Context: an optimization exercise on an open-source flow, tuned for small area and a short achievable clock period. The choices shown serve that exercise and are no tape-out recipe.
The RTL was checked by simulation tests, not by an equivalence proof against the original design.

==> v12 <==
Design clk_ctrl, start of the top module:
module clk_ctrl
(
	input  wire        clk_i,
	input  wire        rstn_i,
	input  wire [15:0] freq,
	output wire        dds1_o,
	output wire        dds_o
);
reg  [15:0] fr;
reg  [31:0] cnt;      
reg  [31:0] cnt1;     
reg  [2:0]  pa;       
reg  [4:0]  pb;       
reg         dds;
reg         dds1;
wire [31:0] cnt_n;
wire [31:0] cnt1_n;
wire [2:0]  pa_n;
wire [4:0]  pb_n;
wire        dds_n;
wire        dds1_n;
wire [10:0] gq;       
localparam [31:0] CNT_INV  = 32'h00000000;
localparam [31:0] CNT1_INV = 32'h00000000;
always @(posedge clk_i or negedge rstn_i)
	if (rstn_i == 1'b0) begin
		fr   <= 16'd0;
		cnt  <= CNT_INV;
		cnt1 <= CNT1_INV;
		pa   <= 0;
		pb   <= 0;
		dds  <= 1'b0;
		dds1 <= 1'b0;
	end else begin
		fr   <= freq;
		cnt  <= cnt_n;
		cnt1 <= cnt1_n;
		pa   <= pa_n;
		pb   <= pb_n;
		dds  <= dds_n;
		dds1 <= dds1_n;
	end
assign dds_o  = dds;
assign dds1_o = dds1;
wire n_1;
wire n_2;
wire n_3;
wire n_4;
wire n_5;
wire n_6;
wire n_7;
wire n_8;
wire n_9;
wire n_10;
wire n_11;
wire n_12;
wire n_13;
wire n_14;
wire n_15;
wire n_16;
wire p3s_17;
wire p3c_18;
wire p3s_19;
wire p3c_20;
wire p3s_21;
wire p3c_22;
wire p3s_23;
wire p3c_24;
wire p3s_25;
wire p3c_26;
wire p3s_27;
wire p3c_28;
wire p3s_29;
wire p3c_30;
wire p3s_31;
wire p3c_32;
wire p3s_33;
wire p3c_34;
wire p3s_35;
wire p3c_36;
wire p3s_37;
wire p3c_38;
wire p3s_39;
wire p3c_40;
wire p3s_41;
wire p3c_42;
wire p3s_43;
wire p3c_44;
wire p3s_45;
wire p3c_46;
wire p3s_47;
wire p3c_48;
wire n_49;
wire n_50;
wire n_51;
wire n_52;
wire n_53;
wire n_54;
wire n_55;
wire n_56;
wire n_57;
wire n_58;
wire n_59;
wire n_60;
wire n_61;
wire n_62;
wire n_63;
wire n_64;
wire n_65;
wire as_66;
wire ac_67;
wire as_68;
wire ac_69;
wire as_70;
wire ac_71;
wire as_72;
wire ac_73;
wire as_74;
wire ac_75;
wire as_76;
wire ac_77;
wire as_78;
wire ac_79;
wire as_80;
wire ac_81;
wire as_82;
wire ac_83;
wire as_84;
wire ac_85;
wire as_86;
wire ac_87;
wire as_88;
wire ac_89;
wire as_90;
wire ac_91;
wire as_92;
wire ac_93;
wire as_94;
wire ac_95;
  ...
clock: 70.0 ns
lec_check: 0
cap_margin: 0
core_margin: 2
core_utilization: 40
cts_buf_list: sky130_fd_sc_hd__clkbuf_8
slew_margin: 0
synth_hierarchical: 1
standard.sh (not shown) runs the stock make flow with config.mk's settings and CLKGATE_MAP_FILE= SYNTH_SCRIPT=/design/flow/synth_recipe.tcl, a recipe that flattens the netlist after the stock synthesis.
==> flow/flow/run.sh <==
#!/bin/bash
# The standard layout (standard.sh, all ORFS steps unchanged), except that the
# port buffers that buffer_ports inserts are plain sky130_fd_sc_hd__buf_1 cells
# instead of the delay buffers it picks by default. Every port is still buffered.
set -euo pipefail
export BUFFER_PORTS_ARGS="-buffer_cell sky130_fd_sc_hd__buf_1"
bash standard.sh finish > standard_make.log 2>&1
==> v7: changes against v12 <==
CAP_MARGIN = 20   (was 0)
CTS_BUF_LIST = sky130_fd_sc_hd__clkbuf_16   (was sky130_fd_sc_hd__clkbuf_8)
CTS_CLUSTER_SIZE = 30   (was default)
SLEW_MARGIN = 20   (was 0)
==> summary of the runs <==
Global-route usage is about the same in v12 and v7.
Critical path depth is the same in v7 and v12.
In die area, v12 and v7 do not differ.
In v12 the clock skew is higher than in v7, by 12 ps.
v12 ran to the end with no violations. v7 finished clean.
In non-clock buffer count, v7 and v12 do not differ.
Count of clock-buffer cells in the layout: v12 is higher than v7 (2).
Of v12 and v7, v7 has the higher utilization (gap 0.31 points).
In synthesized area, v12 and v7 do not differ.
==> figures <==
	v7	v12
Critical Path Start	dds1	dds
Outcome	complete, no violations	complete, no violations
Part of the cycle the worst path needs	21.2%	21.3%
Vias	5244	5222
Slew headroom	47.1%	46.8%
Clock edge transition at the registers on the reported setup and hold paths	70 ps	100 ps
Global-route wire length before repair	39.4 mm	39.3 mm
Via-to-Cell Ratio	5.27	5.25
Final critical-path required period	14840 ps	14880 ps
GR Layer Usage met1	27.3%	27.1%
Layout clock buffers	9	11
All-Layer GR Usage	19.1%	19.1%
Amount of wire on met3 after detailed routing	1.25 mm	1.28 mm
Fillcell total	2330	2328
Timing-limited maximum frequency	67.4 MHz	67.2 MHz
DR WL met2	11.8 mm	11.7 mm
Register-to-Register Setup Slack	55550 ps	55560 ps
Delay of the slowest cell on the worst path	360 ps	380 ps

* * *

==> v22: inputs <==
Starting RTL as in the previous note.
Design clk_ctrl, start of the top module:
module clk_ctrl
(
	input  wire        clk_i,
	input  wire        rstn_i,
	input  wire [15:0] freq,
	output wire        dds1_o,
	output wire        dds_o
);
Settings: LEC_CHECK=0, ABC_AREA=1, CAP_MARGIN=20, CORE_MARGIN=2, CORE_UTILIZATION=40, CTS_BUF_LIST=sky130_fd_sc_hd__clkbuf_8, SLEW_MARGIN=20, SYNTH_HIERARCHICAL=1; clock period 70.0 ns.
Scripts as last shown in full above: flow/flow/run.sh
==> v2: changes against v22 <==
==> flow/flow/run.sh (replaced) <==
#!/bin/bash
# The standard layout (standard.sh, all ORFS steps unchanged), except that the
# port buffers that buffer_ports inserts are plain sky130_fd_sc_hd__buf_2 cells
# instead of the delay buffers it picks by default. Every port is still buffered.
set -euo pipefail
export BUFFER_PORTS_ARGS="-buffer_cell sky130_fd_sc_hd__buf_2"
bash standard.sh finish > standard_make.log 2>&1
ABC_AREA = not set   (was 1)
==> v1: changes against v22 <==
ABC_AREA = not set   (was 1)
==> run summary <==
Of v2 and v22, v22 has the higher worst setup slack (gap 0.0028 ns). Sequential cell count is the same in v2 and v1. Global-route usage: v2 > v1 > v22. v22 completed without violations. v1 finished clean. v2 finished with timing, DRC and antenna clean. Clock skew: v1 > v22 > v2.
==> figures <==
metric                                                             v2             v22              v1
Inverters                                                          44              60              44
Number of global-route vias before repair                        6854            6724            6720
Non-clock buffer count in the final layout                         20              24              21
Run status                                             finished clean  finished clean  finished clean
Arrival time worst endpoint                                   0.90 ns         0.89 ns         0.88 ns
Layout-to-synthesis area ratio                                1.0700x         1.0698x         1.0668x
Gp weighted congestion                                         0.8805          0.8738          0.8772
Met3 track demand over resource                               0.04504         0.03897         0.04552
Sequential portion of the cell area                            0.2000          0.1979          0.2006
Syn Nets                                                         1040            1095            1040
Transition time at the pin with the least slew margin       0.8519 ns       0.8646 ns       0.7973 ns
Clock Skews                                                0.01515 ns      0.01934 ns      0.02323 ns

[what the ideal ports hide]
In the flow no input, the clock included, has a driving cell. The finished layouts below were timed again as built, in two steps. Step 1: set_driving_cell puts a clkbuf_16 on clk_i and a buf_2 on each other input, an assumption about the parent block. Step 2 also shifts input and output timing later by t, the mid clock arrival at the registers, as if the neighbouring blocks saw the same clock. Three values: ideal ports, drivers, drivers and shift; two values: the first two.
run	t, ns	slack for setup (ns)	worst hold slack (ns)
v12	0.430	55.118 / 55.076 / 54.867	0.824 / 0.824 / 0.824
v7	0.401	55.161 / 55.115 / 54.857	0.818 / 0.818 / 0.818
v22	0.422	55.105 / 55.062 / 54.825	0.825 / 0.825 / 0.825
v2	0.436	55.103 / 55.061 / 54.873	0.809 / 0.809 / 0.809
v1	0.430	55.118 / 55.076 / 54.867	0.824 / 0.824 / 0.824
After both steps every run listed still meets setup and hold. For v7, which loses most, drivers alone change the setup slack by -0.046 ns; drivers and shift together by -0.304 ns. The worst setup slack also covers recovery checks on asynchronous resets.
